From an optimization exercise on the open Yosys and OpenROAD flow, aimed at small area; shortcuts taken in it are not production practice.
Function was checked by simulation only, so behaviour that the tests miss may differ from the original.
In every run shown here, the design's own scripts or RTL, not TritonCTS, make the clock network.
The clock port is modelled as an ideal driver, which makes a skipped or thinned clock tree look cheaper than it is; a real chip needs a root buffer or a tree.
No activity file was given, so power comes from the tool's default toggle rates.

<file path="design/flow/design.v">
module Debouncer #(parameter N = 10, parameter K = 6) (
    input  clk,
    input  rst,
    input  signal,
    output reg signal_state,
    output signal_up
);
localparam [N-1:0] P = {(N+1)/2{2'b10}};    
reg s0_n;           
reg s1;
reg [N-1:0] f;
wire [N-1:0] c = f ^ P;
wire idle = ~(signal_state ^ s1);
wire low_zero = (f[N-2:0] == P[N-2:0]);
wire term = c[N-1] & low_zero;
wire fb = c[N-1] ^ (c[K] | low_zero);       
integer i;
always @(posedge clk) begin
    s0_n <= ~(~rst & signal);
    s1   <= ~(rst | s0_n);
    f[0] <= ~idle & fb;
    for (i = 1; i < N; i = i + 1)
        f[i] <= P[i] ? ~(~idle & f[i-1]) : ~(idle | f[i-1]);
    if (rst) signal_state <= 1'b0;
    else if (term) signal_state <= s1;
end
assign signal_up = term & signal_state & ~s1;
endmodule
module clock_divisor #(parameter W = 12, parameter K = 10, parameter [W-1:0] TERM = 12'h742) (
    input  clk,
    input  rst,
    input  restart,
    output reg out
);
localparam [W-1:0] P = {(W+1)/2{2'b10}};
reg [W-1:0] f;
wire [W-1:0] c = f ^ P;
wire tick = (f == (TERM ^ P));
wire clr = rst | restart | tick;
integer i;
always @(posedge clk) begin
    f[0] <= ~clr & ~(c[W-1] ^ c[K]);
    for (i = 1; i < W; i = i + 1)
        f[i] <= P[i] ? ~(~clr & f[i-1]) : ~(clr | f[i-1]);
    if (rst | restart) out <= 1'b0;
    else if (tick) out <= ~out;
end
endmodule
module temporizador #(parameter W = 12, parameter K = 10, parameter [W-1:0] TERM = 12'h742) (
    input  clk,
    input  rst,
    input  [1:0] value,
    input  start_timer,
    output led_blink,
    output t_expired
);
reg counting;        
reg counting_last;
wire started = counting & ~counting_last;      
assign t_expired = ~counting & counting_last;  
reg [1:0] counter;   
reg blink_last;      
reg pulse;           
clock_divisor #(.W(W), .K(K), .TERM(TERM)) div (
    .clk(clk),
    .rst(rst),
    .restart(started),
    .out(led_blink)
);
wire [1:0] ctmp = counter + {1'b0, pulse};
wire expire = (ctmp >= value);
always @(posedge clk) begin
    blink_last <= led_blink;
    pulse      <= led_blink & ~blink_last;
    counting_last <= ~rst & counting;
    counting   <= ~rst & (counting ? ~expire : start_timer);
    counter    <= counting ? ctmp : 2'd0;
end
endmodule
module FSM(
    input clk,
    input rst,
    input ok,
    input t_expired,
    input reset,
    input [2:0] c_type,
    output reg [2:0] ing_type,
    output start_timer,
    output [7:3] ingredientes,
    output cobrar,
    output reg [2:0] c_type_saved
    );
localparam [2:0] IDLE = 3'b000, WATER = 3'b001, COFFEE = 3'b011, MILK = 3'b010,
                 CHOCO = 3'b110, SUGAR = 3'b111, CHARGE = 3'b101;
reg [2:0] ph;
reg l;
wire is_idle   = ~ph[1] & ~ph[0];
wire is_charge = ph[2] & ~ph[1];
wire is_water  = ~ph[2] & ~ph[1] & ph[0];
wire is_coffee = ~ph[2] & ph[1] & ph[0];
wire is_milk   = ~ph[2] & ph[1] & ~ph[0];
wire is_choco  = ph[2] & ~ph[0];
wire is_sugar  = ph[2] & ph[1] & ph[0];
wire [2:0] ph_next = {ph[2] | is_milk, ~(ph[2] & ph[0]), ph[2] | ~ph[1]};
always @(posedge clk) begin
	if (rst | reset) begin
		ph <= IDLE;
		l <= 1'b0;
	end else if (l) begin
		l <= 1'b0;
	end else if (is_idle) begin
		if (ok) begin
			ph <= WATER;
			l <= 1'b1;
		end
	end else if (is_charge) begin
		ph <= IDLE;
	end else if (t_expired) begin
		ph <= ph_next;
		l <= 1'b1;
	end
	if (is_idle)
		c_type_saved <= c_type;
end
always @(*) ing_type = ph;    
assign ingredientes = {is_water, is_coffee, is_milk, is_choco, is_sugar};
assign start_timer = ~l & ~is_idle & ~is_charge;
assign cobrar = l & is_charge;
endmodule
module Comparador(
    input clk,
    input rst,
    input [3:0] dinero,
    input [2:0] c_type,
    output reg ok,
    output reg [3:0] cambio
    );
reg [3:0] precio;
always @(*)
	case(c_type)
		3'b001: precio = 4'd3;
		3'b010: precio = 4'd4;
		3'b011: precio = 4'd5;
		3'b100: precio = 4'd7;
		default: precio = 4'd0;
	endcase
wire hit = (precio != 4'd0) && (dinero >= precio);
always @(posedge clk) begin
	ok     <= ~rst & hit;
	cambio <= hit ? dinero - precio : 4'd0;
end
endmodule
module Contador(
    input clk,
    input rst,
    input one,
    input five,
    input reset,
    output reg [3:0] total
    );
always @(posedge clk)
	if (rst || reset) total <= 4'd0;
	else total <= total + {1'b0, five, 1'b0, one | five};
endmodule
module SelectBebida(
    input [3:0] switches,
    output reg [2:0] c_type
    );
always @(*)
begin
	case (switches)
		4'b0001 : c_type = 3'b001;
		4'b0010 : c_type = 3'b010;
		4'b0100 : c_type = 3'b011;
		4'b1000 : c_type = 3'b100;
		default : c_type = 3'b000;
	endcase
end
endmodule
module TimeSelector(
    input [2:0] c_type,
    input [2:0] ing_type,
    output [1:0] t_value
    );
wire [2:0] c = c_type, p = ing_type;
wire water_coffee = ~p[2] & p[0];                        
wire water_milk   = ~p[2] & (p[1] ^ p[0]);               
wire choco        = p[2] & ~p[0];                        
wire coffee_sugar = p[1] & p[0];                         
wire milk_sugar   = p[1] & ~(p[2] ^ p[0]);               
wire any_but_choco = (~p[2] & (p[1] | p[0])) | (p[1] & p[0]);   
assign t_value[1] = ((c[1] ^ c[0]) & water_coffee) | (c[1] & c[0] & water_milk) | (c[2] & choco);
assign t_value[0] = (c[0] & coffee_sugar) | (c[1] & ~c[0] & milk_sugar) | (c[2] & any_but_choco);
endmodule
module binto7seg(
    input  [3:0] binary,
    output [6:0] seg
    );
wire x3 = binary[3], x2 = binary[2], x1 = binary[1], x0 = binary[0];
wire a = x3 | x1 | ~(x2 ^ x0);
wire b = ~x2 | ~(x1 ^ x0);
wire c = x2 | ~x1 | x0;
wire d = x3 | (~x2 & ~x0) | (x1 & ~x0) | (~x2 & x1) | (x2 & ~x1 & x0);
wire e = (~x2 & ~x0) | (x1 & ~x0);
wire f = x3 | (~x1 & ~x0) | (x2 & ~x1) | (x2 & ~x0);
wire g = x3 | (x2 ^ x1) | (x1 & ~x0);
assign seg = ~{g, f, e, d, c, b, a};
endmodule
module deco(
    input clk,
    input rst,
    input step,
    output [3:0] out,
    output [1:0] phase,
    output valid
    );
reg [1:0] p;
reg v;
always @(posedge clk) begin
	if (rst) begin
		p <= 2'd0;
		v <= 1'b0;
	end else if (step) begin
		if (v) p <= p + 2'd1;
		v <= 1'b1;
	end
end
assign out = ~({4{v}} & (4'b0001 << p));
assign phase = p;
assign valid = v;
endmodule
module seven_segment #(parameter N = 10, parameter K = 6) (
    input clk,
    input rst,
    input [3:0] in,       
    output [6:0] seg,
    output [3:0] an
  );
localparam [N-1:0] P = {(N+1)/2{2'b10}};
reg [N-1:0] f;
wire [N-1:0] c = f ^ P;
reg [3:0] unidades;
reg decenas;
wire low_zero = (f[N-3:0] == P[N-3:0]);
wire at_zero = low_zero & ~c[N-2] & ~c[N-1];
wire at_load = low_zero & c[N-2] & ~c[N-1];
wire fb = c[N-1] ^ (c[K] | (low_zero & ~c[N-2]));    
wire [1:0] ph;
wire v;
deco deco (
	.clk(clk),
	.rst(rst),
	.step(at_zero),
	.out(an),
	.phase(ph),
	.valid(v)
);
integer i;
always @(posedge clk) begin
	f[0] <= ~rst & fb;
	for (i = 1; i < N; i = i + 1)
		f[i] <= P[i] ? ~(~rst & f[i-1]) : ~(rst | f[i-1]);
	if (at_load & (ph == 2'd0)) unidades <= (in > 4'd9) ? in - 4'd10 : in;
	if (at_load & (ph == 2'd1)) decenas <= (in > 4'd9);
end
wire [3:0] x = (v & (ph == 2'd2)) ? unidades : {3'b000, v & (ph == 2'd3) & decenas};
binto7seg toseg (
	.binary(x),
	.seg(seg)
);
endmodule
module main(
    input clk,
    input rst,
    input btnl,
    input btnd,
    input btnr,
    input btnp,
    input [3:0] speed,
    output [7:0] led,
    output [6:0] seg,
    output [3:0] an
    );
wire [3:0] bebida;
wire [3:0] total;
wire [3:0] cambio;
wire reset_wire;
wire cobrar_wire;
wire cancel_wire;
wire hundred_wire;
wire five_hundred_wire;
wire [2:0] c_type;
wire [2:0] c_type_saved;
wire t_expired;
wire [2:0] ing_type;
wire [1:0] t_value;
wire start_timer;
wire ok;
localparam DB_N = 10, DB_K = 6;
localparam DIV_W = 12, DIV_K = 10;
localparam [DIV_W-1:0] DIV_TERM = 12'h742;
localparam SEG_N = 10, SEG_K = 6;
assign led[1:0] = 2'b00;
Debouncer #(.N(DB_N), .K(DB_K)) coffee      (.clk(clk), .rst(rst), .signal(speed[0]), .signal_state(bebida[0]), .signal_up());
Debouncer #(.N(DB_N), .K(DB_K)) coffee_milk (.clk(clk), .rst(rst), .signal(speed[1]), .signal_state(bebida[1]), .signal_up());
Debouncer #(.N(DB_N), .K(DB_K)) cappuc      (.clk(clk), .rst(rst), .signal(speed[2]), .signal_state(bebida[2]), .signal_up());
Debouncer #(.N(DB_N), .K(DB_K)) mocca       (.clk(clk), .rst(rst), .signal(speed[3]), .signal_state(bebida[3]), .signal_up());
Debouncer #(.N(DB_N), .K(DB_K)) cancel      (.clk(clk), .rst(rst), .signal(btnd), .signal_state(cancel_wire), .signal_up());
Debouncer #(.N(DB_N), .K(DB_K)) reset       (.clk(clk), .rst(rst), .signal(btnp), .signal_state(reset_wire), .signal_up());
Debouncer #(.N(DB_N), .K(DB_K)) hundred_coin      (.clk(clk), .rst(rst), .signal(btnl), .signal_state(), .signal_up(hundred_wire));
Debouncer #(.N(DB_N), .K(DB_K)) five_hundred_coin (.clk(clk), .rst(rst), .signal(btnr), .signal_state(), .signal_up(five_hundred_wire));
SelectBebida selector(.switches(bebida), .c_type(c_type));
Comparador comparador (.clk(clk), .rst(rst), .dinero(total), .c_type(c_type), .cambio(cambio), .ok(ok));
Contador monedero(.clk(clk), .rst(rst), .one(hundred_wire), .five(five_hundred_wire),
	.reset(cancel_wire | cobrar_wire), .total(total));
temporizador #(.W(DIV_W), .K(DIV_K), .TERM(DIV_TERM)) temp(.clk(clk), .rst(rst), .value(t_value), .start_timer(start_timer),
	.led_blink(led[2]), .t_expired(t_expired));
TimeSelector time_select(.c_type(c_type_saved), .ing_type(ing_type), .t_value(t_value));
FSM fsm(.clk(clk), .rst(rst), .ok(ok), .c_type(c_type), .t_expired(t_expired), .reset(reset_wire),
	.ing_type(ing_type), .start_timer(start_timer), .ingredientes(led[7:3]), .cobrar(cobrar_wire),
	.c_type_saved(c_type_saved));
seven_segment #(.N(SEG_N), .K(SEG_K)) seven_seg(.clk(clk), .rst(rst), .in((cambio != 4'd0) ? cambio : total), .seg(seg), .an(an));
endmodule
</file>
<file path="design/flow/flow/run.sh">
#!/bin/bash
# Own flow: the standard flow, with three changes to how the layout is made:
#  1. after the standard synthesis (standard.sh synth, unchanged), the gates
#     between the flip-flops are re-mapped by ABC for area with a few scripts
#     (remap.tcl; every flip-flop instance is kept as it is, same name and
#     cell), in two rounds (the second starts from the first's smallest); the
#     smallest result that Yosys proves equivalent to the standard netlist
#     (equiv.tcl) replaces it; if none is proven, the standard one stays;
#  2. port buffers are the smallest buffer (buf_1) instead of the default;
#  3. the clock tree is built by cts.tcl instead of ORFS's CTS: the clock
#     port drives one root buffer, which drives a few leaf buffers, each at
#     the centre of a cluster of flip-flops and driving that cluster, each
#     sized to the smallest that keeps its flip-flops' clock slew in bounds.
# Each tool's full output goes to a log file in the work folder.
set -euo pipefail
WORK=$(pwd)
FLOWDIR=$WORK/flow
export RES=$WORK/orfs/results/${FLOW_PLATFORM}/main/base

bash standard.sh synth > $WORK/log_synth.txt 2>&1
cp $RES/1_2_yosys.v $RES/1_2_yosys_std.v

cands=""
# round 1 from the standard netlist, round 2 from round 1's smallest
IN=$RES/1_2_yosys_std.v
for round in 1 2; do
  for s in $FLOWDIR/m*.abc; do
    t=r${round}$(basename $s .abc)
    if IN=$IN TAG=$t ABC_SCRIPT=$s yosys -c $FLOWDIR/remap.tcl > $WORK/log_remap_$t.txt 2>&1; then
      a=$(awk '/Chip area/ {print $NF}' $RES/remap_$t.txt)
      cands="$cands$a $t"$'\n'
    fi
  done
  best=$(echo "$cands" | sort -g | awk 'NF==2 {print $2; exit}')
  [[ -n "$best" ]] && IN=$RES/remap_$best.v
done
echo "$cands" > $WORK/log_remap_areas.txt
chosen=""
for t in $(echo "$cands" | sort -g | awk 'NF==2 {print $2}'); do
  if CAND=$RES/remap_$t.v yosys -c $FLOWDIR/equiv.tcl > $WORK/log_equiv_$t.txt 2>&1; then
    chosen=$t
    break
  fi
done
if [[ -n "$chosen" ]]; then
  cp $RES/remap_$chosen.v $RES/1_2_yosys.v
  rm -f $RES/1_synth.odb $RES/1_synth.sdc
  echo "using re-mapped netlist $chosen"
else
  echo "no re-map proven; using the standard netlist"
fi

export BUFFER_PORTS_ARGS="-buffer_cell sky130_fd_sc_hd__buf_1"
bash standard.sh place > $WORK/log_place.txt 2>&1
FLOWDIR=$FLOWDIR CLK_LEAVES=12 CLK_LEAF_BUF=sky130_fd_sc_hd__clkbuf_8 CLK_ROOT_BUF=sky130_fd_sc_hd__clkbuf_8 CLK_SLEW_TARGET=0.110 \
  openroad -no_init -exit $FLOWDIR/cts.tcl > $WORK/log_cts.txt 2>&1
bash standard.sh finish > $WORK/log_finish.txt 2>&1
</file>
<file path="design/flow/flow/clocktree.tcl">
# Build a two-level clock tree by hand: the clock port drives one root buffer,
# which drives K leaf buffers, each placed at the centre of a k-means cluster
# of flip-flop clock pins and driving that cluster.
proc build_clock_tree { K leaf_master root_master } {
  set db [ord::get_db]
  set block [ord::get_db_block]
  set clk_net [$block findNet clk]
  set sinks {}
  foreach it [$clk_net getITerms] {
    set inst [$it getInst]
    set bb [$inst getBBox]
    set x [expr {([$bb xMin] + [$bb xMax]) / 2.0}]
    set y [expr {([$bb yMin] + [$bb yMax]) / 2.0}]
    lappend sinks [list $it $x $y]
  }
  set n [llength $sinks]
  # k-means, centres seeded along the sorted x+y diagonal
  set sorted [lsort -real -index 1 [lmap s $sinks {list $s [expr {[lindex $s 1] + [lindex $s 2]}]}]]
  set cx {}; set cy {}
  for {set k 0} {$k < $K} {incr k} {
    set s [lindex [lindex $sorted [expr {int(($k + 0.5) * $n / $K)}]] 0]
    lappend cx [lindex $s 1]; lappend cy [lindex $s 2]
  }
  for {set iter 0} {$iter < 50} {incr iter} {
    set sx [lrepeat $K 0.0]; set sy [lrepeat $K 0.0]; set cnt [lrepeat $K 0]
    set assign {}
    foreach s $sinks {
      set best 0; set bd 1e30
      for {set k 0} {$k < $K} {incr k} {
        set d [expr {abs([lindex $s 1] - [lindex $cx $k]) + abs([lindex $s 2] - [lindex $cy $k])}]
        if {$d < $bd} { set bd $d; set best $k }
      }
      lappend assign $best
      lset sx $best [expr {[lindex $sx $best] + [lindex $s 1]}]
      lset sy $best [expr {[lindex $sy $best] + [lindex $s 2]}]
      lset cnt $best [expr {[lindex $cnt $best] + 1}]
    }
    for {set k 0} {$k < $K} {incr k} {
      if {[lindex $cnt $k] > 0} {
        lset cx $k [expr {[lindex $sx $k] / [lindex $cnt $k]}]
        lset cy $k [expr {[lindex $sy $k] / [lindex $cnt $k]}]
      }
    }
  }
  puts "clock tree: $n sinks, cluster sizes $cnt"
  set lm [$db findMaster $leaf_master]
  set rm [$db findMaster $root_master]
  # root buffer at the centre of the leaf buffers
  set rx 0.0; set ry 0.0
  for {set k 0} {$k < $K} {incr k} { set rx [expr {$rx + [lindex $cx $k] / $K}]; set ry [expr {$ry + [lindex $cy $k] / $K}] }
  set root [odb::dbInst_create $block $rm "clkroot_buf"]
  $root setLocation [expr {int($rx)}] [expr {int($ry)}]
  $root setPlacementStatus PLACED
  set root_net [odb::dbNet_create $block "clknet_root"]
  $root_net setSigType CLOCK
  [$root findITerm A] connect $clk_net
  [$root findITerm X] connect $root_net
  set leaf_nets {}
  for {set k 0} {$k < $K} {incr k} {
    set b [odb::dbInst_create $block $lm "clkleaf_buf_$k"]
    $b setLocation [expr {int([lindex $cx $k])}] [expr {int([lindex $cy $k])}]
    $b setPlacementStatus PLACED
    set net [odb::dbNet_create $block "clknet_leaf_$k"]
    $net setSigType CLOCK
    [$b findITerm A] connect $root_net
    [$b findITerm X] connect $net
    lappend leaf_nets $net
  }
  set i 0
  foreach s $sinks {
    set it [lindex $s 0]
    $it disconnect
    $it connect [lindex $leaf_nets [lindex $assign $i]]
    incr i
  }
}
# Size each leaf buffer to the smallest that keeps its flip-flops' clock pin
# slew (estimated) under a target; buffers tried smallest first.
proc leaf_worst_slew { leaf } {
  set block [ord::get_db_block]
  set net [[[$block findInst $leaf] findITerm X] getNet]
  set worst 0
  foreach it [$net getITerms] {
    if {[$it isInputSignal]} {
      set pin [get_pins [[$it getInst] getName]/[[$it getMTerm] getName]]
      set s [get_property $pin slew_max]
      if {$s > $worst} { set worst $s }
    }
  }
  return $worst
}
proc size_leaves { K target masters } {
  for {set k 0} {$k < $K} {incr k} {
    set leaf "clkleaf_buf_$k"
    foreach m $masters {
      replace_cell $leaf $m
      estimate_parasitics -placement
      set s [leaf_worst_slew $leaf]
      if {$s <= $target} { break }
    }
    puts "leaf $k: $m slew $s"
  }
}
</file>
<file path="design/flow/flow/cts.tcl">
# Clock tree step, in place of ORFS's CTS: reads the placed design, builds a
# two-level clock tree by hand (clocktree.tcl), legalises it, repairs hold and
# writes the results under the names ORFS's later steps read.
set plat $::env(FLOW_HOME)/platforms/sky130hd
set res $::env(RES)
read_lef $plat/lef/sky130_fd_sc_hd.tlef
read_lef $plat/lef/sky130_fd_sc_hd_merged.lef
read_liberty $plat/lib/sky130_fd_sc_hd__tt_025C_1v80.lib
read_db $res/3_place.odb
read_sdc $res/3_place.sdc
source $plat/setRC.tcl
set_dont_use {sky130_fd_sc_hd__lpflow_bleeder_1 sky130_fd_sc_hd__lpflow_clkbufkapwr_1 sky130_fd_sc_hd__lpflow_clkbufkapwr_16 sky130_fd_sc_hd__lpflow_clkbufkapwr_2 sky130_fd_sc_hd__lpflow_clkbufkapwr_4 sky130_fd_sc_hd__lpflow_clkbufkapwr_8 sky130_fd_sc_hd__lpflow_clkinvkapwr_1 sky130_fd_sc_hd__lpflow_clkinvkapwr_16 sky130_fd_sc_hd__lpflow_clkinvkapwr_2 sky130_fd_sc_hd__lpflow_clkinvkapwr_4 sky130_fd_sc_hd__lpflow_clkinvkapwr_8 sky130_fd_sc_hd__lpflow_decapkapwr_12 sky130_fd_sc_hd__lpflow_decapkapwr_3 sky130_fd_sc_hd__lpflow_decapkapwr_4 sky130_fd_sc_hd__lpflow_decapkapwr_6 sky130_fd_sc_hd__lpflow_decapkapwr_8 sky130_fd_sc_hd__lpflow_inputiso0n_1 sky130_fd_sc_hd__lpflow_inputiso0p_1 sky130_fd_sc_hd__lpflow_inputiso1n_1 sky130_fd_sc_hd__lpflow_inputiso1p_1 sky130_fd_sc_hd__lpflow_inputisolatch_1 sky130_fd_sc_hd__lpflow_isobufsrc_1 sky130_fd_sc_hd__lpflow_isobufsrc_16 sky130_fd_sc_hd__lpflow_isobufsrc_2 sky130_fd_sc_hd__lpflow_isobufsrc_4 sky130_fd_sc_hd__lpflow_isobufsrc_8 sky130_fd_sc_hd__lpflow_isobufsrckapwr_16 sky130_fd_sc_hd__lpflow_lsbuf_lh_hl_isowell_tap_1 sky130_fd_sc_hd__lpflow_lsbuf_lh_hl_isowell_tap_2 sky130_fd_sc_hd__lpflow_lsbuf_lh_hl_isowell_tap_4 sky130_fd_sc_hd__lpflow_lsbuf_lh_isowell_4 sky130_fd_sc_hd__lpflow_lsbuf_lh_isowell_tap_1 sky130_fd_sc_hd__lpflow_lsbuf_lh_isowell_tap_2 sky130_fd_sc_hd__lpflow_lsbuf_lh_isowell_tap_4 sky130_fd_sc_hd__probe_p_8 sky130_fd_sc_hd__probec_p_8 }
source $::env(FLOWDIR)/clocktree.tcl
build_clock_tree $::env(CLK_LEAVES) $::env(CLK_LEAF_BUF) $::env(CLK_ROOT_BUF)
detailed_placement
set_propagated_clock [all_clocks]
estimate_parasitics -placement
size_leaves $::env(CLK_LEAVES) $::env(CLK_SLEW_TARGET) {sky130_fd_sc_hd__clkbuf_2 sky130_fd_sc_hd__clkbuf_4 sky130_fd_sc_hd__clkbuf_8 sky130_fd_sc_hd__clkbuf_16}
detailed_placement
estimate_parasitics -placement
report_clock_skew
report_worst_slack -max
report_worst_slack -min
repair_timing -hold
detailed_placement
check_placement -verbose
estimate_parasitics -placement
report_worst_slack -max
report_worst_slack -min
set worst 0
foreach pin [get_pins -hierarchical */CLK] {
  set s [get_property $pin slew_max]
  if {$s > $worst} {set worst $s}
}
puts "worst flip-flop clock pin slew (estimate): $worst"
write_db $res/4_1_cts.odb
write_sdc -no_timestamp $res/4_cts.sdc
</file>
<file path="design/flow/flow/equiv.tcl">
# Prove the re-mapped netlist equivalent to the standard one (same flip-flops,
# paired by name; the gates between them must compute the same functions).
yosys -import
set lib $::env(FLOW_HOME)/platforms/sky130hd/lib/sky130_fd_sc_hd__tt_025C_1v80.lib
set res $::env(RES)
read_liberty -ignore_miss_func $lib
read_verilog $res/1_2_yosys_std.v
yosys rename $::env(FLOW_TOP) gold
read_verilog $::env(CAND)
yosys rename $::env(FLOW_TOP) gate
hierarchy -check
flatten gold gate
opt_clean
yosys rename -hide w:_*
equiv_make gold gate equiv
equiv_simple -seq 2
equiv_induct
equiv_status -assert equiv
</file>
<file path="design/flow/flow/m1.abc">
strash; dch -f; map -a; strash; dch -f; map -a; strash; dch -f; map -a; topo
</file>
<file path="design/flow/flow/m2.abc">
strash; dc2; dch -f; map -a; strash; dc2; dch -f; map -a; strash; dc2; dch -f; map -a; topo
</file>
<file path="design/flow/flow/m3.abc">
strash; dch -f; amap; strash; dch -f; amap; topo
</file>
<file path="design/flow/flow/m4.abc">
strash; dc2; dc2; dch -f; map -a; strash; dch -f; map -a; strash; dch -f; map -a; topo
</file>
<file path="design/flow/flow/m5.abc">
strash; dch -f -r; map -a; strash; dch -f -r; map -a; strash; dch -f; map -a; topo
</file>
<file path="design/flow/flow/m6.abc">
strash; dch -f; map -a; strash; dch -f; map -a; strash; dch -f; map -a; strash; dch -f; map -a; strash; dch -f; map -a; strash; dch -f; map -a; topo
</file>
<file path="design/flow/flow/m7.abc">
strash; ifraig; dc2; strash; dch -f; map -a; topo
</file>
<file path="design/flow/flow/remap.tcl">
# Re-map the combinational logic of the standard synthesis for area. Every
# flip-flop instance of the standard netlist is kept as it is (same name, same
# cell); only the gates between them are re-optimised and re-mapped by ABC.
yosys -import
set lib $::env(FLOW_HOME)/platforms/sky130hd/lib/sky130_fd_sc_hd__tt_025C_1v80.lib
set res $::env(RES)
set seq {sky130_fd_sc_hd__dfbbn_1 sky130_fd_sc_hd__dfbbn_2 sky130_fd_sc_hd__dfbbp_1 sky130_fd_sc_hd__dfrbp_1 sky130_fd_sc_hd__dfrbp_2 sky130_fd_sc_hd__dfrtn_1 sky130_fd_sc_hd__dfrtp_1 sky130_fd_sc_hd__dfrtp_2 sky130_fd_sc_hd__dfrtp_4 sky130_fd_sc_hd__dfsbp_1 sky130_fd_sc_hd__dfsbp_2 sky130_fd_sc_hd__dfstp_1 sky130_fd_sc_hd__dfstp_2 sky130_fd_sc_hd__dfstp_4 sky130_fd_sc_hd__dfxbp_1 sky130_fd_sc_hd__dfxbp_2 sky130_fd_sc_hd__dfxtp_1 sky130_fd_sc_hd__dfxtp_2 sky130_fd_sc_hd__dfxtp_4 sky130_fd_sc_hd__dlclkp_1 sky130_fd_sc_hd__dlclkp_2 sky130_fd_sc_hd__dlclkp_4 sky130_fd_sc_hd__dlrbn_1 sky130_fd_sc_hd__dlrbn_2 sky130_fd_sc_hd__dlrbp_1 sky130_fd_sc_hd__dlrbp_2 sky130_fd_sc_hd__dlrtn_1 sky130_fd_sc_hd__dlrtn_2 sky130_fd_sc_hd__dlrtn_4 sky130_fd_sc_hd__dlrtp_1 sky130_fd_sc_hd__dlrtp_2 sky130_fd_sc_hd__dlrtp_4 sky130_fd_sc_hd__dlxbn_1 sky130_fd_sc_hd__dlxbn_2 sky130_fd_sc_hd__dlxbp_1 sky130_fd_sc_hd__dlxtn_1 sky130_fd_sc_hd__dlxtn_2 sky130_fd_sc_hd__dlxtn_4 sky130_fd_sc_hd__dlxtp_1 sky130_fd_sc_hd__edfxbp_1 sky130_fd_sc_hd__edfxtp_1 sky130_fd_sc_hd__lpflow_inputisolatch_1 sky130_fd_sc_hd__sdfbbn_1 sky130_fd_sc_hd__sdfbbn_2 sky130_fd_sc_hd__sdfbbp_1 sky130_fd_sc_hd__sdfrbp_1 sky130_fd_sc_hd__sdfrbp_2 sky130_fd_sc_hd__sdfrtn_1 sky130_fd_sc_hd__sdfrtp_1 sky130_fd_sc_hd__sdfrtp_2 sky130_fd_sc_hd__sdfrtp_4 sky130_fd_sc_hd__sdfsbp_1 sky130_fd_sc_hd__sdfsbp_2 sky130_fd_sc_hd__sdfstp_1 sky130_fd_sc_hd__sdfstp_2 sky130_fd_sc_hd__sdfstp_4 sky130_fd_sc_hd__sdfxbp_1 sky130_fd_sc_hd__sdfxbp_2 sky130_fd_sc_hd__sdfxtp_1 sky130_fd_sc_hd__sdfxtp_2 sky130_fd_sc_hd__sdfxtp_4 sky130_fd_sc_hd__sdlclkp_1 sky130_fd_sc_hd__sdlclkp_2 sky130_fd_sc_hd__sdlclkp_4 sky130_fd_sc_hd__sedfxbp_1 sky130_fd_sc_hd__sedfxbp_2 sky130_fd_sc_hd__sedfxtp_1 sky130_fd_sc_hd__sedfxtp_2 sky130_fd_sc_hd__sedfxtp_4}
set dont_use {sky130_fd_sc_hd__lpflow_bleeder_1 sky130_fd_sc_hd__lpflow_clkbufkapwr_1 sky130_fd_sc_hd__lpflow_clkbufkapwr_16 sky130_fd_sc_hd__lpflow_clkbufkapwr_2 sky130_fd_sc_hd__lpflow_clkbufkapwr_4 sky130_fd_sc_hd__lpflow_clkbufkapwr_8 sky130_fd_sc_hd__lpflow_clkinvkapwr_1 sky130_fd_sc_hd__lpflow_clkinvkapwr_16 sky130_fd_sc_hd__lpflow_clkinvkapwr_2 sky130_fd_sc_hd__lpflow_clkinvkapwr_4 sky130_fd_sc_hd__lpflow_clkinvkapwr_8 sky130_fd_sc_hd__lpflow_decapkapwr_12 sky130_fd_sc_hd__lpflow_decapkapwr_3 sky130_fd_sc_hd__lpflow_decapkapwr_4 sky130_fd_sc_hd__lpflow_decapkapwr_6 sky130_fd_sc_hd__lpflow_decapkapwr_8 sky130_fd_sc_hd__lpflow_inputiso0n_1 sky130_fd_sc_hd__lpflow_inputiso0p_1 sky130_fd_sc_hd__lpflow_inputiso1n_1 sky130_fd_sc_hd__lpflow_inputiso1p_1 sky130_fd_sc_hd__lpflow_inputisolatch_1 sky130_fd_sc_hd__lpflow_isobufsrc_1 sky130_fd_sc_hd__lpflow_isobufsrc_16 sky130_fd_sc_hd__lpflow_isobufsrc_2 sky130_fd_sc_hd__lpflow_isobufsrc_4 sky130_fd_sc_hd__lpflow_isobufsrc_8 sky130_fd_sc_hd__lpflow_isobufsrckapwr_16 sky130_fd_sc_hd__lpflow_lsbuf_lh_hl_isowell_tap_1 sky130_fd_sc_hd__lpflow_lsbuf_lh_hl_isowell_tap_2 sky130_fd_sc_hd__lpflow_lsbuf_lh_hl_isowell_tap_4 sky130_fd_sc_hd__lpflow_lsbuf_lh_isowell_4 sky130_fd_sc_hd__lpflow_lsbuf_lh_isowell_tap_1 sky130_fd_sc_hd__lpflow_lsbuf_lh_isowell_tap_2 sky130_fd_sc_hd__lpflow_lsbuf_lh_isowell_tap_4 sky130_fd_sc_hd__probe_p_8 sky130_fd_sc_hd__probec_p_8 }
set du_args {}
foreach c $dont_use { lappend du_args -dont_use $c }
read_liberty -ignore_miss_func $lib
foreach c $seq { catch { setattr -mod -set blackbox 1 $c } }
read_verilog $::env(IN)
hierarchy -top $::env(FLOW_TOP)
flatten
opt_clean
abc -script $::env(ABC_SCRIPT) -liberty $lib {*}$du_args
opt_clean -purge
# the cell modules read above were pruned by hierarchy; re-read them as blackboxes
read_liberty -lib -overwrite $lib
hilomap -singleton -hicell sky130_fd_sc_hd__conb_1 HI -locell sky130_fd_sc_hd__conb_1 LO
splitnets
opt_clean -purge
tee -o $res/remap_$::env(TAG).txt stat -liberty $lib
check -assert
write_verilog -noattr -nohex -nodec $res/remap_$::env(TAG).v
</file>
<file path="design/flow/standard.sh">
#!/bin/bash
# synth_recipe.tcl (not shown) runs the flow's synth.tcl, then flattens the netlist and writes it again
# the make line also repeats each setting of config.mk as NAME=value (left out here)
make -C /OpenROAD-flow-scripts/flow DESIGN_CONFIG=/design/flow/config.mk WORK_HOME=/design/flow/orfs CLKGATE_MAP_FILE= SYNTH_SCRIPT=/design/flow/synth_recipe.tcl "${@:-finish}"
</file>
<file path="design/flow/config.mk">
export PLATFORM = sky130hd
export DESIGN_NAME = main
export DESIGN_NICKNAME = main
export VERILOG_FILES = /design/flow/design.v
export SDC_FILE = /design/flow/constraint.sdc
export NUM_CORES = 4
export LEC_CHECK = 0
export CAP_MARGIN = 20
export CORE_MARGIN = 2
export CORE_UTILIZATION = 45
export SLEW_MARGIN = 20
</file>
<file path="design/flow/constraint.sdc">
create_clock -name core_clock -period 10.0 [get_ports {clk}]
set_input_delay 2.0000 -clock core_clock [delete_from_list [all_inputs] [get_ports {clk}]]
set_output_delay 2.0000 -clock core_clock [all_outputs]
set_load 0.01 [all_outputs]
</file>
==> impl_metrics.toml, run 1 <==
[status]
status = "complete, no violations"

[layout]
utilization_pct = 49.8
final_layout_size_suffix_gt1_share_pct = 4.43
fin_area_um2 = 5640
final_cells = 775
nets = 644
antennaDiodeCount = 0
syn2layout_area_growth_pct = 8.88

[logic_synthesis]
avgSynthCellArea_um2 = 8.77
yosys_warnings = 9
netlist_area_um2 = 5180
netlist_instances = 591

[placement]
dp_cells = 762
portBuffers = 26
hpwl_mm = 6.30
globalplace.congestion = 0.882
placed_area_um2 = 5470

[worst_hold_path]
hold_depth = 1
hold_start = "mocca.s0_n"
min_to = "mocca.s1"
min_path_type = "flip-flop to flip-flop"

[sta]
finalSetupViolCount = 0
fmax_mhz = 227
drv_slew = 0
worstMarginPinSlew_ns = 0.707
post-route-period-util_pct = 44.0
min_period_ns = 4.40
hold_viol = 0
fin_skew_ns = 0.0229
max_slew_margin_pct = 52.6
rsz0062_at_grt = "false"
setup_tns_ns = 0

[critical_path]
crit_family = "simple AND/OR/NAND/NOR gates"
end_kind = "output port"
crit_arrival_ns = 2.40
crit_top_cell = "clkinv_1"
crit_type = "flip-flop to output port"
critPathLaunch = "seven_seg.deco.p[1]"
path_buf_inv = 5
cp_max_fo = 5
cp-start-kind = "flip-flop"
slowest_delay_ns = 0.41
critical_path.slowest_cell = "dfxtp_1"
crit_required_ns = 8.00
crit_chain = "clkinv_1, nor3_1, clkinv_1, nor2_1, clkinv_1, nor2_1, clkinv_1, nand2_1, nand3_1, a21oi_1, buf_1"
r2r_cells = 12
r2r-start = "cappuc.signal_state"
rrSetupSlack_ns = 7.82
r2r_end = "comparador.cambio[2]"

[power]
leakagePower_nw = 2.13
power_density_nw_per_um2 = 182
irDropWorstVdd_v = 0.000124

[route]
ant_nets = 0
num_vias = 3780
dr.pass1.iters = 4
drtIter0Drc = 143
wl_mm = 8.75
post-route-drc-count = 0
post_drt_via_cell_ratio = 4.88
wl_per_cell_um = 11.3

[die]
start_util_pct = 45.8
dieArea_um2 = 12400
num_rows = 39
core-area_um2 = 11300
die_w_um = 111
dieHeight_um = 111
pin_count = 29

[global_route]
grtUsageTotal_pct = 13.9
antenna_found_initial = 0
grt_pass1_vias = 3599
grt_max_degree = 25
grt_first_pass_wirelength_mm = 15.4
overflow = 0

[run]
drv_cap = 0

[clocking]
path_clk_slew_ns = 0.10
clock_latency_ns = 0.44
==> how the worst max path moves through the flow <==
stage / end / cells past startpoint / slack (ns)
after floorplan: seg[3] / 10 / 6.21
after global placement: seg[3] / 11 / 6.19
after detailed placement: seg[3] / 11 / 6.05
after global routing: seg[3] / 11 / 5.22
final: seg[3] / 11 / 5.60
==> routing by layer <==
| layer | track usage [%] | part of all wire (%) | vias to the layer above |
|---|---|---|---|
| met5 | 0 | 0 | - |
| met4 | 2.55 | 1.9 | 0 |
| met3 | 1.80 | 3.5 | 18 |
| met2 | 24.6 | 45 | 53 |
| met1 | 18.6 | 49 | 1712 |
| li1 | - | - | 1997 |
==> final cells by class <==
| class | instances | area (µm²) |
|---|---|---|
| fill | 1099 | 5680 |
| sequential | 157 | 3220 |
| multi-input combinational | 368 | 1710 |
| inverter | 67 | 251 |
| tap | 143 | 179 |
| buffer | 13 | 173 |
| timing repair buffer | 27 | 105 |
==> worst register-to-register path: stages, from the launching register on <==
cell      delay [ns]
dfxtp_1         0.36
nor2_1          0.16
clkinv_1        0.09
nor3_1          0.32
clkinv_1        0.15
nand2_1         0.14
nor2_1          0.07
o21ai_0         0.21
nor2_1          0.10
nor2_1          0.12
nand2_1         0.06
o21ai_0         0.17
nor3b_1         0.09
==> metrics by stage <==
stage / hold slack [ns] / total power, mW / setup slack [ns]
after floorplan: 0.361 / 0.731 / 6.21
after global placement: 0.357 / 0.752 / 6.19
after detailed placement: 0.366 / 0.754 / 6.05
after global routing: 0.374 / 1.08 / 5.22
final: 0.365 / 1.03 / 5.60
==> sequential cells by signal, indices dropped and copies added, names as in the netlist, 2 cells and up, named ones only <==
register and cells:
mocca.f 10, seven_seg.f 10, hundred_coin.f 10, seven_seg.unidades 4, coffee_milk.f 10, five_hundred_coin.f 10, reset.f 10, temp.counter 2
seven_seg.deco.p 2, temp.div.f 12, comparador.cambio 4, cappuc.f 10, fsm.ph 2, coffee.f 10, monedero.total 4, fsm.c_type_saved 3
cancel.f 10
==> cell usage in the layout, fill, tap and decap left out, types with 2 or more instances in the layout <==
master,instances
dfxtp_1,149
nor2_1,117
nand2_1,92
clkinv_1,67
nor3_1,32
a21oi_1,32
buf_1,26
o21ai_0,25
nand3_1,14
clkbuf_8,12
nor4_1,10
and3_2,9
xnor2_1,8
edfxtp_1,8
nand4_1,5
nor3b_1,3
and2_2,2
a31oi_1,2
xor2_1,2
a311oi_1,2
a221oi_1,2
conb_1,2
==> power breakdown <==
| part | internal [mW] | switching (mW) |
|---|---|---|
| Clock | 0.112 | 0.177 |
| Sequential | 0.652 | 0.0146 |
| Combinational | 0.0227 | 0.0504 |
==> run 2: changes to the inputs <==
--- a/design/flow/config.mk
+++ b/design/flow/config.mk
@@ -7,5 +7,5 @@
 export LEC_CHECK = 0
 export CAP_MARGIN = 20
 export CORE_MARGIN = 2
-export CORE_UTILIZATION = 45
+export CORE_UTILIZATION = 80
 export SLEW_MARGIN = 20
==> run 2 against run 1 <==
Compared with the run above: sequential cell count is the same; synthesized cell count is the same; cell area shrank 1.8%; clock power shrank 6%; clock skew grew 0.013 ns; worst setup slack lost 0.17 ns; still clean; sequential power is essentially flat; wire length grew 14%; worst hold slack lost 0.022 ns.
==> impl_metrics.toml, run 2 <==
[critical_path]
end_kind = "output port"
crit_chain = "clkinv_1, nor3_1, clkinv_1, nor2_1, clkinv_1, nor2_1, clkinv_1, nand2_1, nand3_1, a21oi_1, buf_1"
cp-start-kind = "flip-flop"
cp.depth = 11
r2r_cells = 12
path_buf_inv = 5
r2r_end = "comparador.cambio[2]"
crit_top_cell = "clkinv_1"
crit_type = "flip-flop to output port"
crit_required_ns = 8.00
slowest_delay_ns = 0.44
rrSetupSlack_ns = 7.65
critical_path.slowest_cell = "dfxtp_1"
crit_family = "simple AND/OR/NAND/NOR gates"
r2r-start = "cappuc.signal_state"
cp_max_fo = 5
crit_arrival_ns = 2.57

[sta]
hold_viol = 0
fin_ws_ns = 5.43
worstMarginPinSlew_ns = 0.693
finalSetupViolCount = 0
max_slew_margin_pct = 53.5
rsz0062_at_grt = "false"
min_period_ns = 4.57
drv_slew = 0
post-route-period-util_pct = 45.7
fmax_mhz = 219
setup_tns_ns = 0
fin_skew_ns = 0.0358

[layout]
most-common-layout-cells = "149 x dfxtp_1, 117 x nor2_1, 92 x nand2_1"
mostFrequentLayoutCell = "dfxtp_1"
nets = 644
largest_register_ff_count = 12
fillers = 333
syn2layout_area_growth_pct = 6.93
largest_register = "temp.div.f"
antennaDiodeCount = 0
final_layout_size_suffix_gt1_share_pct = 4.43

[die]
start_util_pct = 82.1
core-area_um2 = 6310
dieArea_um2 = 7140
num_rows = 29
pin_count = 29
dieHeight_um = 84.5
die_w_um = 84.5

[placement]
post-place-ws_ns = 6.01
hpwl_mm = 7.00
portBuffers = 26
globalplace.congestion = 0.852

[global_route]
grt_pass1_vias = 3940
grt_first_pass_wirelength_mm = 16.9
antenna_found_initial = 0
overflow = 0
grtUsageTotal_pct = 28.0
grt_max_degree = 25

[power]
p_int_uw = 774
power_density_nw_per_um2 = 183
irDropWorstVdd_v = 0.000171
p_sw_uw = 241
clockPowerShare_pct = 26.8
p_comb_share_pct = 7.4
seq_power_share_pct = 65.8
leakagePower_nw = 2.12
p_sw_share_pct = 23.7

[run]
drv_cap = 0

[worst_hold_path]
hold_depth = 0
min_path_type = "flip-flop to flip-flop"
hold_start = "temp.div.out"
min_to = "temp.blink_last"

[clocking]
clock_latency_ns = 0.43
path_clk_slew_ns = 0.11

[route]
drtIter0Drc = 173
dr.pass1.iters = 5
ant_nets = 0
post_drt_via_cell_ratio = 5.67
num_vias = 4019
wl_mm = 10.0
wl_per_cell_um = 14.1
post-route-drc-count = 0

[logic_synthesis]
netlist_area_um2 = 5180
yosys_warnings = 9
netlist_instances = 591
avgSynthCellArea_um2 = 8.77

[status]
status = "complete, no violations"
-- run 2: power by group through the flow --
stage	logic [mW]	registers (mW)	clock network, mW
finish	0.0750	0.667	0.272
global route	0.0848	0.670	0.293
detailed placement	0.0729	0.681	0
global placement	0.0692	0.680	0
floorplan	0.0543	0.677	0
-- run 2: worst max path at each step --
stage / startpoint / end / slack (ns)
finish: seven_seg.deco.p[1] / seg[3] / 5.43
global route: seven_seg.deco.p[1] / seg[3] / 5.16
floorplan: seven_seg.deco.p[1] / seg[3] / 6.21
global placement: seven_seg.deco.p[1] / seg[3] / 6.24
detailed placement: seven_seg.deco.p[1] / seg[3] / 6.01
-- run 2: area by class of cell --
class | instances | area [µm²] | area share, %
flip-flops and latches | 157 | 3220 | 58.2
multi-input cells | 368 | 1710 | 30.9
inverters | 67 | 251 | 4.54
plain buffers | 13 | 154 | 2.78
repair buffers | 27 | 105 | 1.90
well taps | 77 | 96.3 | 1.74
-- run 2: through the flow --
| stage | utilization, % | area [µm²] | hold slack (ns) | power, mW | cells |
|---|---|---|---|---|---|
| 2_1_floorplan | - | 5190 | 0.361 | 0.731 | 592 |
| 3_3_place_gp | 85.3 | 5390 | 0.358 | 0.749 | 696 |
| 3_5_place_dp | 85.3 | 5390 | 0.368 | 0.754 | 696 |
| 5_1_grt | 87.8 | 5540 | 0.356 | 1.05 | 709 |
| 6_report | 87.8 | 5540 | 0.343 | 1.01 | 709 |
-- run 2: layer usage --
layer | wire [µm] | GRT usage (%) | vias up
li1 | - | - | 2004
met1 | 4070 | 33.6 | 1855
met2 | 5170 | 53.1 | 132
met3 | 532 | 2.65 | 28
met4 | 236 | 8.23 | 0
met5 | 0 | 0 | -
==> run 3: changes to the inputs <==
--- a/design/flow/config.mk
+++ b/design/flow/config.mk
@@ -7,5 +7,5 @@
 export LEC_CHECK = 0
 export CAP_MARGIN = 20
 export CORE_MARGIN = 2
-export CORE_UTILIZATION = 80
+export CORE_UTILIZATION = 60
 export SLEW_MARGIN = 20
==> run 3 against run 2 <==
Compared with the run above: utilization down 21 points; worst hold slack better by 0.024 ns; register-to-register slack better by 0.10 ns; worst setup slack better by 0.19 ns; sequential share of layout area down 0.37 points; sequential power about the same; area after synthesis unchanged; cell area up 0.63%.
==> impl_metrics.toml, run 3 <==
[critical_path]
end_kind = "output port"
crit_chain = "clkinv_1, nor3_1, clkinv_1, nor2_1, clkinv_1, nor2_1, clkinv_1, nand2_1, nand3_1, a21oi_1, buf_1"
crit_type = "flip-flop to output port"
critical_path.slowest_cell = "dfxtp_1"
crit_family = "simple AND/OR/NAND/NOR gates"
crit_top_cell = "clkinv_1"
crit_required_ns = 8.00
cp-start-kind = "flip-flop"
path_buf_inv = 5
slowest_delay_ns = 0.41
cp_max_fo = 5
crit_arrival_ns = 2.38

[power]
irDropWorstVdd_v = 0.000122
p_comb_share_pct = 7.2
clockPowerShare_pct = 26.6
power_density_nw_per_um2 = 181
p_sw_share_pct = 23.2
seq_power_share_pct = 66.2
p_sw_uw = 233
leakagePower_nw = 2.12
total_power_mw = 1.01
p_int_uw = 774

[layout]
final_layout_size_suffix_gt1_share_pct = 4.43
largest_register = "temp.div.f"
most-common-layout-cells = "149 x dfxtp_1, 117 x nor2_1, 92 x nand2_1"
utilization_pct = 67.2
largest_register_ff_count = 12
fin_area_um2 = 5580
fillers = 690
nets = 644
antennaDiodeCount = 0
syn2layout_area_growth_pct = 7.61
mostFrequentLayoutCell = "dfxtp_1"

[sta]
worstMarginPinSlew_ns = 0.682
worst_hold_slack_ns = 0.367
post-route-period-util_pct = 43.8
drv_slew = 0
min_period_ns = 4.38
setup_tns_ns = 0
hold_viol = 0
max_slew_margin_pct = 54.3
fmax_mhz = 228
rsz0062_at_grt = "false"
fin_skew_ns = 0.0331
finalSetupViolCount = 0

[placement]
placed_area_um2 = 5420
hpwl_mm = 6.16
portBuffers = 26
globalplace.congestion = 0.810

[logic_synthesis]
netlist_instances = 591
avgSynthCellArea_um2 = 8.77
yosys_warnings = 9
netlist_area_um2 = 5180

[route]
post_drt_via_cell_ratio = 5.15
dr.pass1.iters = 4
wl_per_cell_um = 11.5
drtIter0Drc = 95
post-route-drc-count = 0
wl_mm = 8.46
num_vias = 3796
ant_nets = 0

[die]
pin_count = 29
num_rows = 33
dieHeight_um = 96.9
die_w_um = 96.9
start_util_pct = 62.4
core-area_um2 = 8300
dieArea_um2 = 9400

[clocking]
clock_latency_ns = 0.42
path_clk_slew_ns = 0.09

[global_route]
grtUsageTotal_pct = 18.4
grt_max_degree = 25
antenna_found_initial = 0
overflow = 0
grt_pass1_vias = 3664
grt_first_pass_wirelength_mm = 15.4

[worst_hold_path]
min_path_type = "flip-flop to flip-flop"

[run]
drv_cap = 0

[status]
status = "complete, no violations"
run 3: metrics by stage:
step           instances  setup WS [ns]
3_3_place_gp         724           6.22
6_report             737           5.62
2_1_floorplan        592           6.21
5_1_grt              737           5.29
3_5_place_dp         724           6.05
run 3: power groups by stage:
stage / Clock [mW] / Combinational [mW] / Sequential (mW)
floorplan: 0 / 0.0543 / 0.677
global placement: 0 / 0.0705 / 0.680
detailed placement: 0 / 0.0725 / 0.680
global route: 0.306 / 0.0840 / 0.669
finish: 0.268 / 0.0724 / 0.666
run 3: worst paths after layout:
kind	start	endpoint	slack, ns	depth (start not counted)
max	seven_seg.deco.p[1]	seg[3]	5.62	11
min	temp.div.out	temp.blink_last	0.37	0
max reg2reg	cappuc.signal_state	comparador.cambio[2]	7.75	12
min reg2reg	temp.div.out	temp.blink_last	0.37	0
run 3: final cells by class:
class	instances	area [µm²]	share of cell area (%)
multi-input combinational	368	1710	30.7
sequential	157	3220	57.8
tap	105	131	2.36
timing repair buffer	27	105	1.88
buffer	13	154	2.76
inverter	67	251	4.51
run 3: per-layer routing:
metal  GRT usage (%)  vias to the layer above  part of all wire (%)
li1                -                     2014                     -
met1            24.5                     1712                    47
met2            32.5                       53                    47
met3            2.17                       17                   3.7
met4            3.47                        0                   1.7
met5               0                        -                     0

==> static timing again, ports no longer ideal <==
How much do the figures lean on ideal ports? The routed layouts below were timed once more, with nothing changed but the port constraints. Step 1 sets driving cells, clkbuf_16 on the clock port and buf_2 on the other inputs (assumed; they add their load-dependent delay and slew). Step 2 moves the port delays by t, midway between the first and last clock arrival at a register: inputs arrive t later, outputs are due t later. That takes back most of the time a late clock gives input paths. Three values: no drivers, after step 1, after step 2; two values: the first two.
run | shift t [ns] | setup slack, ns | worst setup path at the end | latest minus earliest clock arrival (ns) | worst data-port slew with drivers (ns)
run 1 | 0.458 | 5.602 / 5.569 / 6.027 | register to output | 0.027 / 0.027 | 0.03
run 2 | 0.442 | 5.430 / 5.400 / 5.842 | register to output | 0.036 / 0.036 | 0.03
run 3 | 0.432 | 5.620 / 5.588 / 6.020 | register to output | 0.034 / 0.034 | 0.03
After both steps every run listed still meets setup and hold.
